From an optimization exercise on the open Yosys and OpenROAD flow, aimed at small area; shortcuts taken in it are not production practice. In this exercise RTL edits were held to simulation tests only and were not proved equivalent to the original. Power and IR drop assume default switching activity.

==> run a <==
Design Single_Cycle_Top, start of the top module:
module Single_Cycle_Top(clk, reset, imem_addr, imem_rdata, dmem_addr, dmem_wdata, dmem_we, dmem_rdata);
export LEC_CHECK = 0
export CAP_MARGIN = 20
export CELL_PAD_IN_SITES_DETAIL_PLACEMENT = 2
export CELL_PAD_IN_SITES_GLOBAL_PLACEMENT = 2
export CORE_MARGIN = 2
export CORE_UTILIZATION = 40
export PLACE_DENSITY = 0.55
export SETUP_SLACK_MARGIN = 1.0
export SLEW_MARGIN = 20
export SYNTH_HIERARCHICAL = 1
export SYNTH_MINIMUM_KEEP_SIZE = 0
create_clock -name core_clock -period 14.0 [get_ports {clk}]
standard.sh (not shown) runs the stock make flow with config.mk's settings and CLKGATE_MAP_FILE= SYNTH_SCRIPT=/design/flow/synth_recipe.tcl, a recipe that flattens the netlist after the stock synthesis.
==> flow/flow/run.sh <==
#!/bin/bash
# Layout flow: the standard ORFS flow (standard.sh) with two changes:
#  - ports are buffered with sky130_fd_sc_hd__buf_1 instead of the default
#    delay-cell buffer (every input and output port still gets a buffer);
#  - clock tree synthesis clusters up to 25 sinks within 100 um per leaf
#    buffer and inserts no dummy loads.
# Each ORFS step writes its full log under orfs/logs/; make's own output goes
# to flow_make.log in the work folder.
set -euo pipefail
export BUFFER_PORTS_ARGS="-buffer_cell sky130_fd_sc_hd__buf_1"
export CTS_ARGS="-sink_clustering_enable -repair_clock_nets -dont_use_dummy_load -sink_clustering_size 25 -sink_clustering_max_diameter 100"
bash standard.sh finish > flow_make.log 2>&1
==> inputs of run b, as changes to run a <==
==> flow/flow/run.sh (replaced) <==
#!/bin/bash
# Layout flow: the standard ORFS flow (standard.sh) with three changes:
#  - ports are buffered with sky130_fd_sc_hd__buf_1 instead of the default
#    delay-cell buffer (every input and output port still gets a buffer);
#  - clock tree synthesis clusters up to 25 sinks within 100 um per leaf
#    buffer and inserts no dummy loads;
#  - after global routing, ORFS's power recovery (RECOVER_POWER) downsizes
#    cells off the critical paths.
# Each ORFS step writes its full log under orfs/logs/; make's own output goes
# to flow_make.log in the work folder.
set -euo pipefail
export BUFFER_PORTS_ARGS="-buffer_cell sky130_fd_sc_hd__buf_1"
export CTS_ARGS="-sink_clustering_enable -repair_clock_nets -dont_use_dummy_load -sink_clustering_size 25 -sink_clustering_max_diameter 100"
export RECOVER_POWER=100
bash standard.sh finish > flow_make.log 2>&1
==> notes <==
Run a went through all stages and came out clean. Run b completed, yet does not pass: max-capacitance violations, max-slew violations.
Of run b and run a, run a has the higher via count (gap 0.29%, measured against run a).
In synthesized cell count, run b and run a do not differ.
In wire length, run a and run b hardly differ.
Die area is the same in run a and run b.
In combinational power, run b and run a hardly differ.
In flip-flop and latch count, run b and run a do not differ.
Register-to-register slack: run b is lower than run a (0.55 ns).
In sequential power, run b and run a hardly differ.
In run b the critical path depth is higher than in run a, by 3.
Of run a and run b, run a has the higher design area (gap about 0.9%, measured against run b).

==> branch harbor: inputs <==
Single_Cycle_Top again, from the RTL that the note above started with.
// Single_Cycle_Top
module Single_Cycle_Top(clk, reset, imem_addr, imem_rdata, dmem_addr, dmem_wdata, dmem_we, dmem_rdata);
Settings: LEC_CHECK=0, CAP_MARGIN=20, CELL_PAD_IN_SITES_DETAIL_PLACEMENT=2, CELL_PAD_IN_SITES_GLOBAL_PLACEMENT=2, CORE_MARGIN=2, CORE_UTILIZATION=40, PLACE_DENSITY=0.55, SETUP_SLACK_MARGIN=0.5, SLEW_MARGIN=20, SYNTH_HIERARCHICAL=1, SYNTH_MINIMUM_KEEP_SIZE=0; clock period 14.0 ns.
==> flow/flow/run.sh <==
#!/bin/bash
# Layout flow: the standard ORFS flow (standard.sh) with two changes:
#  - ports are buffered with sky130_fd_sc_hd__buf_1 instead of the default
#    delay-cell buffer (every input and output port still gets a buffer);
#  - clock tree synthesis clusters up to 25 sinks within 100 um per leaf
#    buffer and inserts no dummy loads.
# Each ORFS step writes its full log under orfs/logs/; make's own output goes
# to flow_make.log in the work folder.
set -euo pipefail
export BUFFER_PORTS_ARGS="-buffer_cell sky130_fd_sc_hd__buf_1"
export CTS_ARGS="-sink_clustering_enable -repair_clock_nets -dont_use_dummy_load -sink_clustering_size 25 -sink_clustering_max_diameter 100"
bash standard.sh finish > flow_make.log 2>&1
==> branch umber: changes against branch harbor <==
--- a/flow/design.v
+++ b/flow/design.v
@@ -3,16 +3,19 @@
 endmodule
 module rf_nand2(input a, b, output y);
   assign y = ~(a & b);
 endmodule
 module rf_nand4(input a, b, c, d, output y);
   assign y = ~(a & b & c & d);
 endmodule
-module rf_nor2(input a, b, output y);
-  assign y = ~(a | b);
+module rf_nand3(input a, b, c, output y);
+  assign y = ~(a & b & c);
+endmodule
+module rf_or3(input a, b, c, output y);
+  assign y = a | b | c;
 endmodule
 module rf_hold(input we, d, hold, q, output y);
   assign y = (we & d) | (hold & q);
 endmodule
 module rf_read_bit #(parameter W = 32) (input [W-1:0] a, input [W-1:0] s, output y);
   wire [10:0] t;
   genvar j;
@@ -24,19 +27,19 @@
     if (W == 32) begin : w32
       rf_aoi222 u10(.a0(a[30]), .s0(s[30]), .a1(a[31]), .s1(s[31]),
                     .a2(a[31]), .s2(s[31]), .y(t[10]));
     end else begin : w31
       rf_nand2 u10(.a(a[30]), .b(s[30]), .y(t[10]));
     end
   endgenerate
-  wire n0, n1, m;
+  wire n0, n1, n2;
   rf_nand4 u11(.a(t[0]), .b(t[1]), .c(t[2]), .d(t[3]), .y(n0));
   rf_nand4 u12(.a(t[4]), .b(t[5]), .c(t[6]), .d(t[7]), .y(n1));
-  rf_nor2  u13(.a(n0), .b(n1), .y(m));
-  rf_nand4 u14(.a(m), .b(t[8]), .c(t[9]), .d(t[10]), .y(y));
+  rf_nand3 u13(.a(t[8]), .b(t[9]), .c(t[10]), .y(n2));
+  rf_or3   u14(.a(n0), .b(n1), .c(n2), .y(y));
 endmodule
 module cy_stage(input p, g, c, output y);
   assign y = ~(p ? c : g);
 endmodule
 module Single_Cycle_Top(clk, reset, imem_addr, imem_rdata, dmem_addr, dmem_wdata, dmem_we, dmem_rdata);
 input clk, reset;
 output [31:0] imem_addr;
@@ -109,67 +112,70 @@
 wire op_and = is_alu & f7z & (f3 == 3'b111);
 wire op_xor = is_alu & f7z & (f3 == 3'b100);
 wire sub    = op_slt | (is_alu & f7s & (f3 == 3'b000));
 wire [31:0] opB = (is_r | is_br) ? rs2 : is_st ? immS : is_jal ? 32'd4 : immI;
 wire [31:0] bq = opB ^ {32{sub}};
 wire [31:0] p  = opA ^ bq;
 wire [31:0] x  = opA & bq;
-localparam NS = 4;                  
-function integer SB(input integer k);    
-  case (k)
-    0: SB = 0;  1: SB = 8;  2: SB = 16;  3: SB = 24;  default: SB = 32;
-  endcase
-endfunction
+localparam M = 11, T = 22;
+wire [M:0] cl;                      
+assign cl[0] = sub;
+generate
+  for (i = 0; i < M; i = i + 1) begin : lo
+    if (i % 2 == 0) begin : ev
+      cy_stage u(.p(p[i]), .g(opA[i]), .c(cl[i]), .y(cl[i+1]));
+    end else begin : od
+      cy_stage u(.p(p[i]), .g(~bq[i]), .c(cl[i]), .y(cl[i+1]));
+    end
+  end
+endgenerate
+wire [T:M+1] m0, m1;
+wire [32:T+1] t0, t1;
+assign m0[M+1] = ~p[M] & bq[M];
+assign m1[M+1] = p[M] | bq[M];
+generate
+  for (i = M + 1; i < T; i = i + 1) begin : mid
+    if (i % 2 == 0) begin : ev
+      cy_stage u0(.p(p[i]), .g(opA[i]), .c(m0[i]), .y(m0[i+1]));
+      cy_stage u1(.p(p[i]), .g(opA[i]), .c(m1[i]), .y(m1[i+1]));
+    end else begin : od
+      cy_stage u0(.p(p[i]), .g(~bq[i]), .c(m0[i]), .y(m0[i+1]));
+      cy_stage u1(.p(p[i]), .g(~bq[i]), .c(m1[i]), .y(m1[i+1]));
+    end
+  end
+endgenerate
+assign t0[T+1] = ~(~p[T] & opA[T]);
+assign t1[T+1] = ~(p[T] | opA[T]);
+generate
+  for (i = T + 1; i < 32; i = i + 1) begin : top
+    if (i % 2 == 0) begin : ev
+      cy_stage u0(.p(p[i]), .g(opA[i]), .c(t0[i]), .y(t0[i+1]));
+      cy_stage u1(.p(p[i]), .g(opA[i]), .c(t1[i]), .y(t1[i+1]));
+    end else begin : od
+      cy_stage u0(.p(p[i]), .g(~bq[i]), .c(t0[i]), .y(t0[i+1]));
+      cy_stage u1(.p(p[i]), .g(~bq[i]), .c(t1[i]), .y(t1[i+1]));
+    end
+  end
+endgenerate
+wire c11 = ~cl[M];                  
 wire [31:0] cin_t;                  
-wire [SB(1):0] cl;
-assign cl[0] = sub;
-generate
-  for (i = 0; i < SB(1); i = i + 1) begin : lo
-    if (i % 2 == 0) begin : ev
-      cy_stage u(.p(p[i]), .g(opA[i]), .c(cl[i]), .y(cl[i+1]));
-    end else begin : od
-      cy_stage u(.p(p[i]), .g(~bq[i]), .c(cl[i]), .y(cl[i+1]));
-    end
-  end
-  for (i = 0; i < SB(1); i = i + 1) begin : ct
+generate
+  for (i = 0; i < M; i = i + 1) begin : ct
     assign cin_t[i] = (i % 2 == 0) ? cl[i] : ~cl[i];
   end
-  for (k = 1; k < NS; k = k + 1) begin : sec
-    localparam S = SB(k), E = SB(k + 1);
-    wire [(E == 32 ? 31 : E):S+1] x0, x1;   
-    wire cs;
-    if (k == 1) begin : c1
-      assign cs = (S % 2 == 0) ? cl[S] : ~cl[S];
-    end else begin : cn
-      wire v = sec[k-1].cs ? sec[k-1].x1[S] : sec[k-1].x0[S];
-      assign cs = (S % 2 == 0) ? v : ~v;
-    end
-    if (S % 2 == 0) begin : fe      
-      assign x0[S+1] = ~(~p[S] & opA[S]);
-      assign x1[S+1] = ~(p[S] | opA[S]);
-    end else begin : fo             
-      assign x0[S+1] = ~p[S] & bq[S];
-      assign x1[S+1] = p[S] | bq[S];
-    end
-    for (i = S + 1; i < E && i < 31; i = i + 1) begin : st
-      if (i % 2 == 0) begin : ev
-        cy_stage u0(.p(p[i]), .g(opA[i]), .c(x0[i]), .y(x0[i+1]));
-        cy_stage u1(.p(p[i]), .g(opA[i]), .c(x1[i]), .y(x1[i+1]));
-      end else begin : od
-        cy_stage u0(.p(p[i]), .g(~bq[i]), .c(x0[i]), .y(x0[i+1]));
-        cy_stage u1(.p(p[i]), .g(~bq[i]), .c(x1[i]), .y(x1[i+1]));
-      end
-    end
-    assign cin_t[S] = cs;
-    for (i = S + 1; i < E; i = i + 1) begin : cm
-      wire v = cs ? x1[i] : x0[i];
-      assign cin_t[i] = (i % 2 == 0) ? v : ~v;
-    end
-  end
-endgenerate
+  for (i = M + 1; i <= T; i = i + 1) begin : cm
+    wire v = c11 ? m1[i] : m0[i];
+    assign cin_t[i] = (i % 2 == 0) ? v : ~v;
+  end
+  for (i = T + 1; i < 32; i = i + 1) begin : ch
+    wire v = cin_t[T] ? t1[i] : t0[i];
+    assign cin_t[i] = (i % 2 == 0) ? v : ~v;
+  end
+endgenerate
+assign cin_t[M] = c11;
 wire [31:0] sum = p ^ cin_t;
 wire taken_br = is_br & (f3 == 3'b000) & ~|p;    
 wire taken = is_jal | taken_br;
 wire [31:1] o = taken ? (is_jal ? immJ[31:1] : immB[31:1]) : 31'd2;
 wire [31:1] q = pc ^ o;
 wire [17:2] cp;                     
 assign cp[2] = pc[1] & o[1];
@@ -178,19 +184,19 @@
     if (i % 2 == 0) begin : ev
       cy_stage u(.p(q[i]), .g(pc[i]), .c(cp[i]), .y(cp[i+1]));
     end else begin : od
       cy_stage u(.p(q[i]), .g(~o[i]), .c(cp[i]), .y(cp[i+1]));
     end
   end
 endgenerate
-wire [31:18] u0, u1;                
+wire [32:18] u0, u1;                
 assign u0[18] = ~q[17] & o[17];
 assign u1[18] = q[17] | o[17];
 generate
-  for (i = 18; i < 31; i = i + 1) begin : pu
+  for (i = 18; i < 32; i = i + 1) begin : pu
     if (i % 2 == 0) begin : ev
       cy_stage v0(.p(q[i]), .g(pc[i]), .c(u0[i]), .y(u0[i+1]));
       cy_stage v1(.p(q[i]), .g(pc[i]), .c(u1[i]), .y(u1[i+1]));
     end else begin : od
       cy_stage v0(.p(q[i]), .g(~o[i]), .c(u0[i]), .y(u0[i+1]));
       cy_stage v1(.p(q[i]), .g(~o[i]), .c(u1[i]), .y(u1[i+1]));
     end
==> flow/flow/run.sh (replaced) <==
#!/bin/bash
# Layout flow: the standard ORFS flow (standard.sh) with two changes:
#  - ports are buffered with sky130_fd_sc_hd__buf_2 instead of the default
#    delay-cell buffer (every input and output port still gets a buffer);
#  - clock tree synthesis clusters up to 25 sinks within 100 um per leaf
#    buffer and inserts no dummy loads.
# Each ORFS step writes its full log under orfs/logs/; make's own output goes
# to flow_make.log in the work folder.
set -euo pipefail
export BUFFER_PORTS_ARGS="-buffer_cell sky130_fd_sc_hd__buf_2"
export CTS_ARGS="-sink_clustering_enable -repair_clock_nets -dont_use_dummy_load -sink_clustering_size 25 -sink_clustering_max_diameter 100"
bash standard.sh finish > flow_make.log 2>&1
--- a/flow/config.mk
+++ b/flow/config.mk
@@ -7,11 +7,10 @@
 export LEC_CHECK = 0
 export CAP_MARGIN = 20
 export CELL_PAD_IN_SITES_DETAIL_PLACEMENT = 2
 export CELL_PAD_IN_SITES_GLOBAL_PLACEMENT = 2
 export CORE_MARGIN = 2
 export CORE_UTILIZATION = 40
 export PLACE_DENSITY = 0.55
-export SETUP_SLACK_MARGIN = 0.5
 export SLEW_MARGIN = 20
 export SYNTH_HIERARCHICAL = 1
 export SYNTH_MINIMUM_KEEP_SIZE = 0
==> branch yarrow: changes against branch harbor <==
--- a/flow/design.v
+++ b/flow/design.v
@@ -3,16 +3,19 @@
 endmodule
 module rf_nand2(input a, b, output y);
   assign y = ~(a & b);
 endmodule
 module rf_nand4(input a, b, c, d, output y);
   assign y = ~(a & b & c & d);
 endmodule
-module rf_nor2(input a, b, output y);
-  assign y = ~(a | b);
+module rf_nand3(input a, b, c, output y);
+  assign y = ~(a & b & c);
+endmodule
+module rf_or3(input a, b, c, output y);
+  assign y = a | b | c;
 endmodule
 module rf_hold(input we, d, hold, q, output y);
   assign y = (we & d) | (hold & q);
 endmodule
 module rf_read_bit #(parameter W = 32) (input [W-1:0] a, input [W-1:0] s, output y);
   wire [10:0] t;
   genvar j;
@@ -24,19 +27,19 @@
     if (W == 32) begin : w32
       rf_aoi222 u10(.a0(a[30]), .s0(s[30]), .a1(a[31]), .s1(s[31]),
                     .a2(a[31]), .s2(s[31]), .y(t[10]));
     end else begin : w31
       rf_nand2 u10(.a(a[30]), .b(s[30]), .y(t[10]));
     end
   endgenerate
-  wire n0, n1, m;
+  wire n0, n1, n2;
   rf_nand4 u11(.a(t[0]), .b(t[1]), .c(t[2]), .d(t[3]), .y(n0));
   rf_nand4 u12(.a(t[4]), .b(t[5]), .c(t[6]), .d(t[7]), .y(n1));
-  rf_nor2  u13(.a(n0), .b(n1), .y(m));
-  rf_nand4 u14(.a(m), .b(t[8]), .c(t[9]), .d(t[10]), .y(y));
+  rf_nand3 u13(.a(t[8]), .b(t[9]), .c(t[10]), .y(n2));
+  rf_or3   u14(.a(n0), .b(n1), .c(n2), .y(y));
 endmodule
 module cy_stage(input p, g, c, output y);
   assign y = ~(p ? c : g);
 endmodule
 module Single_Cycle_Top(clk, reset, imem_addr, imem_rdata, dmem_addr, dmem_wdata, dmem_we, dmem_rdata);
 input clk, reset;
 output [31:0] imem_addr;
@@ -109,67 +112,70 @@
 wire op_and = is_alu & f7z & (f3 == 3'b111);
 wire op_xor = is_alu & f7z & (f3 == 3'b100);
 wire sub    = op_slt | (is_alu & f7s & (f3 == 3'b000));
 wire [31:0] opB = (is_r | is_br) ? rs2 : is_st ? immS : is_jal ? 32'd4 : immI;
 wire [31:0] bq = opB ^ {32{sub}};
 wire [31:0] p  = opA ^ bq;
 wire [31:0] x  = opA & bq;
-localparam NS = 4;                  
-function integer SB(input integer k);    
-  case (k)
-    0: SB = 0;  1: SB = 8;  2: SB = 16;  3: SB = 24;  default: SB = 32;
-  endcase
-endfunction
+localparam M = 11, T = 22;
+wire [M:0] cl;                      
+assign cl[0] = sub;
+generate
+  for (i = 0; i < M; i = i + 1) begin : lo
+    if (i % 2 == 0) begin : ev
+      cy_stage u(.p(p[i]), .g(opA[i]), .c(cl[i]), .y(cl[i+1]));
+    end else begin : od
+      cy_stage u(.p(p[i]), .g(~bq[i]), .c(cl[i]), .y(cl[i+1]));
+    end
+  end
+endgenerate
+wire [T:M+1] m0, m1;
+wire [32:T+1] t0, t1;
+assign m0[M+1] = ~p[M] & bq[M];
+assign m1[M+1] = p[M] | bq[M];
+generate
+  for (i = M + 1; i < T; i = i + 1) begin : mid
+    if (i % 2 == 0) begin : ev
+      cy_stage u0(.p(p[i]), .g(opA[i]), .c(m0[i]), .y(m0[i+1]));
+      cy_stage u1(.p(p[i]), .g(opA[i]), .c(m1[i]), .y(m1[i+1]));
+    end else begin : od
+      cy_stage u0(.p(p[i]), .g(~bq[i]), .c(m0[i]), .y(m0[i+1]));
+      cy_stage u1(.p(p[i]), .g(~bq[i]), .c(m1[i]), .y(m1[i+1]));
+    end
+  end
+endgenerate
+assign t0[T+1] = ~(~p[T] & opA[T]);
+assign t1[T+1] = ~(p[T] | opA[T]);
+generate
+  for (i = T + 1; i < 32; i = i + 1) begin : top
+    if (i % 2 == 0) begin : ev
+      cy_stage u0(.p(p[i]), .g(opA[i]), .c(t0[i]), .y(t0[i+1]));
+      cy_stage u1(.p(p[i]), .g(opA[i]), .c(t1[i]), .y(t1[i+1]));
+    end else begin : od
+      cy_stage u0(.p(p[i]), .g(~bq[i]), .c(t0[i]), .y(t0[i+1]));
+      cy_stage u1(.p(p[i]), .g(~bq[i]), .c(t1[i]), .y(t1[i+1]));
+    end
+  end
+endgenerate
+wire c11 = ~cl[M];                  
 wire [31:0] cin_t;                  
-wire [SB(1):0] cl;
-assign cl[0] = sub;
-generate
-  for (i = 0; i < SB(1); i = i + 1) begin : lo
-    if (i % 2 == 0) begin : ev
-      cy_stage u(.p(p[i]), .g(opA[i]), .c(cl[i]), .y(cl[i+1]));
-    end else begin : od
-      cy_stage u(.p(p[i]), .g(~bq[i]), .c(cl[i]), .y(cl[i+1]));
-    end
-  end
-  for (i = 0; i < SB(1); i = i + 1) begin : ct
+generate
+  for (i = 0; i < M; i = i + 1) begin : ct
     assign cin_t[i] = (i % 2 == 0) ? cl[i] : ~cl[i];
   end
-  for (k = 1; k < NS; k = k + 1) begin : sec
-    localparam S = SB(k), E = SB(k + 1);
-    wire [(E == 32 ? 31 : E):S+1] x0, x1;   
-    wire cs;
-    if (k == 1) begin : c1
-      assign cs = (S % 2 == 0) ? cl[S] : ~cl[S];
-    end else begin : cn
-      wire v = sec[k-1].cs ? sec[k-1].x1[S] : sec[k-1].x0[S];
-      assign cs = (S % 2 == 0) ? v : ~v;
-    end
-    if (S % 2 == 0) begin : fe      
-      assign x0[S+1] = ~(~p[S] & opA[S]);
-      assign x1[S+1] = ~(p[S] | opA[S]);
-    end else begin : fo             
-      assign x0[S+1] = ~p[S] & bq[S];
-      assign x1[S+1] = p[S] | bq[S];
-    end
-    for (i = S + 1; i < E && i < 31; i = i + 1) begin : st
-      if (i % 2 == 0) begin : ev
-        cy_stage u0(.p(p[i]), .g(opA[i]), .c(x0[i]), .y(x0[i+1]));
-        cy_stage u1(.p(p[i]), .g(opA[i]), .c(x1[i]), .y(x1[i+1]));
-      end else begin : od
-        cy_stage u0(.p(p[i]), .g(~bq[i]), .c(x0[i]), .y(x0[i+1]));
-        cy_stage u1(.p(p[i]), .g(~bq[i]), .c(x1[i]), .y(x1[i+1]));
-      end
-    end
-    assign cin_t[S] = cs;
-    for (i = S + 1; i < E; i = i + 1) begin : cm
-      wire v = cs ? x1[i] : x0[i];
-      assign cin_t[i] = (i % 2 == 0) ? v : ~v;
-    end
-  end
-endgenerate
+  for (i = M + 1; i <= T; i = i + 1) begin : cm
+    wire v = c11 ? m1[i] : m0[i];
+    assign cin_t[i] = (i % 2 == 0) ? v : ~v;
+  end
+  for (i = T + 1; i < 32; i = i + 1) begin : ch
+    wire v = cin_t[T] ? t1[i] : t0[i];
+    assign cin_t[i] = (i % 2 == 0) ? v : ~v;
+  end
+endgenerate
+assign cin_t[M] = c11;
 wire [31:0] sum = p ^ cin_t;
 wire taken_br = is_br & (f3 == 3'b000) & ~|p;    
 wire taken = is_jal | taken_br;
 wire [31:1] o = taken ? (is_jal ? immJ[31:1] : immB[31:1]) : 31'd2;
 wire [31:1] q = pc ^ o;
 wire [17:2] cp;                     
 assign cp[2] = pc[1] & o[1];
@@ -178,19 +184,19 @@
     if (i % 2 == 0) begin : ev
       cy_stage u(.p(q[i]), .g(pc[i]), .c(cp[i]), .y(cp[i+1]));
     end else begin : od
       cy_stage u(.p(q[i]), .g(~o[i]), .c(cp[i]), .y(cp[i+1]));
     end
   end
 endgenerate
-wire [31:18] u0, u1;                
+wire [32:18] u0, u1;                
 assign u0[18] = ~q[17] & o[17];
 assign u1[18] = q[17] | o[17];
 generate
-  for (i = 18; i < 31; i = i + 1) begin : pu
+  for (i = 18; i < 32; i = i + 1) begin : pu
     if (i % 2 == 0) begin : ev
       cy_stage v0(.p(q[i]), .g(pc[i]), .c(u0[i]), .y(u0[i+1]));
       cy_stage v1(.p(q[i]), .g(pc[i]), .c(u1[i]), .y(u1[i+1]));
     end else begin : od
       cy_stage v0(.p(q[i]), .g(~o[i]), .c(u0[i]), .y(u0[i+1]));
       cy_stage v1(.p(q[i]), .g(~o[i]), .c(u1[i]), .y(u1[i+1]));
     end
--- a/flow/config.mk
+++ b/flow/config.mk
@@ -7,11 +7,10 @@
 export LEC_CHECK = 0
 export CAP_MARGIN = 20
 export CELL_PAD_IN_SITES_DETAIL_PLACEMENT = 2
 export CELL_PAD_IN_SITES_GLOBAL_PLACEMENT = 2
 export CORE_MARGIN = 2
 export CORE_UTILIZATION = 40
 export PLACE_DENSITY = 0.55
-export SETUP_SLACK_MARGIN = 0.5
 export SLEW_MARGIN = 20
 export SYNTH_HIERARCHICAL = 1
 export SYNTH_MINIMUM_KEEP_SIZE = 0
==> comparison table <==
quantity                                                                    branch yarrow            branch harbor             branch umber
Clock network share of area                                                         2.53%                    2.57%                    2.48%
Share of synthesized cell area in and, or, nand and nor gates                       7.26%                    7.42%                    7.26%
Number of cells traversed by the worst register-to-register path                       34                       37                       33
Comb_multi_in                                                                       2,699                    2,684                    2,699
Post-synthesis mux area share                                                       2.84%                    2.79%                    2.84%
Pin count of the biggest net entering global routing                                   63                       49                       63
Met2 wire length                                                               104,000 um               108,000 um               107,000 um
Number of buffers added by the clock tree synthesis step                               51                       51                       50
Clk Latency, worst-skew pair                                                      0.72 ns                  0.73 ns                  0.71 ns
Remaining max-slew budget at the tightest pin                                       20.4%                    24.3%                    13.0%
Period utilization                                                                  97.1%                    94.6%                    97.7%
Non-clock buffer total of the final layout                                            359                      334                      359
Startpoint of the most critical hold path                           valid[12]$_DFFE_PP0P_     valid[6]$_DFFE_PP0P_     valid[8]$_DFFE_PP0P_
Share of the final layout cell area in multi-input gates                            46.3%                    46.1%                    46.0%
Full die area                                                                   0.114 mm2                0.113 mm2                0.114 mm2
Count of cell types in the netlist                                                     59                       56                       59
Clock period minus final worst setup slack                                       13.59 ns                 13.24 ns                 13.68 ns
Fraction of area in registers                                                       42.5%                    43.1%                    42.5%
Detailed-route wire length on metal 1                                          102,000 um                97,600 um                98,400 um
Result of the run                                                 complete, no violations  complete, no violations  complete, no violations

-- static timing again, ports no longer ideal --
Ports are ideal in the flow. The routed layouts listed here were re-timed in OpenROAD.
Step 1, drivers: a clkbuf_16 drives clk and a buf_2 each remaining input, both assumed.
Step 2 also shifts input and output timing later by t, the mid clock arrival at the registers, as if the neighbouring blocks saw the same clock.
Three values: ideal ports, drivers, drivers and shift; two values: the first two.
run | t, ns | setup slack, ns | hold slack, ns | cell pins on the clock port's net
run a | 0.760 | 1.003 / 0.936 / 0.519 | 0.497 / 0.497 / 0.497 | 1
run b | 0.760 | 0.586 / 0.424 / -0.067 | 0.502 / 0.502 / 0.502 | 1
branch harbor | 0.762 | 0.757 / 0.636 / 0.352 | 0.498 / 0.498 / 0.498 | 1
branch umber | 0.746 | 0.323 / 0.296 / -0.162 | 0.498 / 0.498 / 0.498 | 1
branch yarrow | 0.760 | 0.408 / 0.361 / 0.242 | 0.488 / 0.488 / 0.488 | 1
For run b, which loses most, drivers alone change the setup slack by -0.162 ns; drivers and shift together by -0.653 ns.
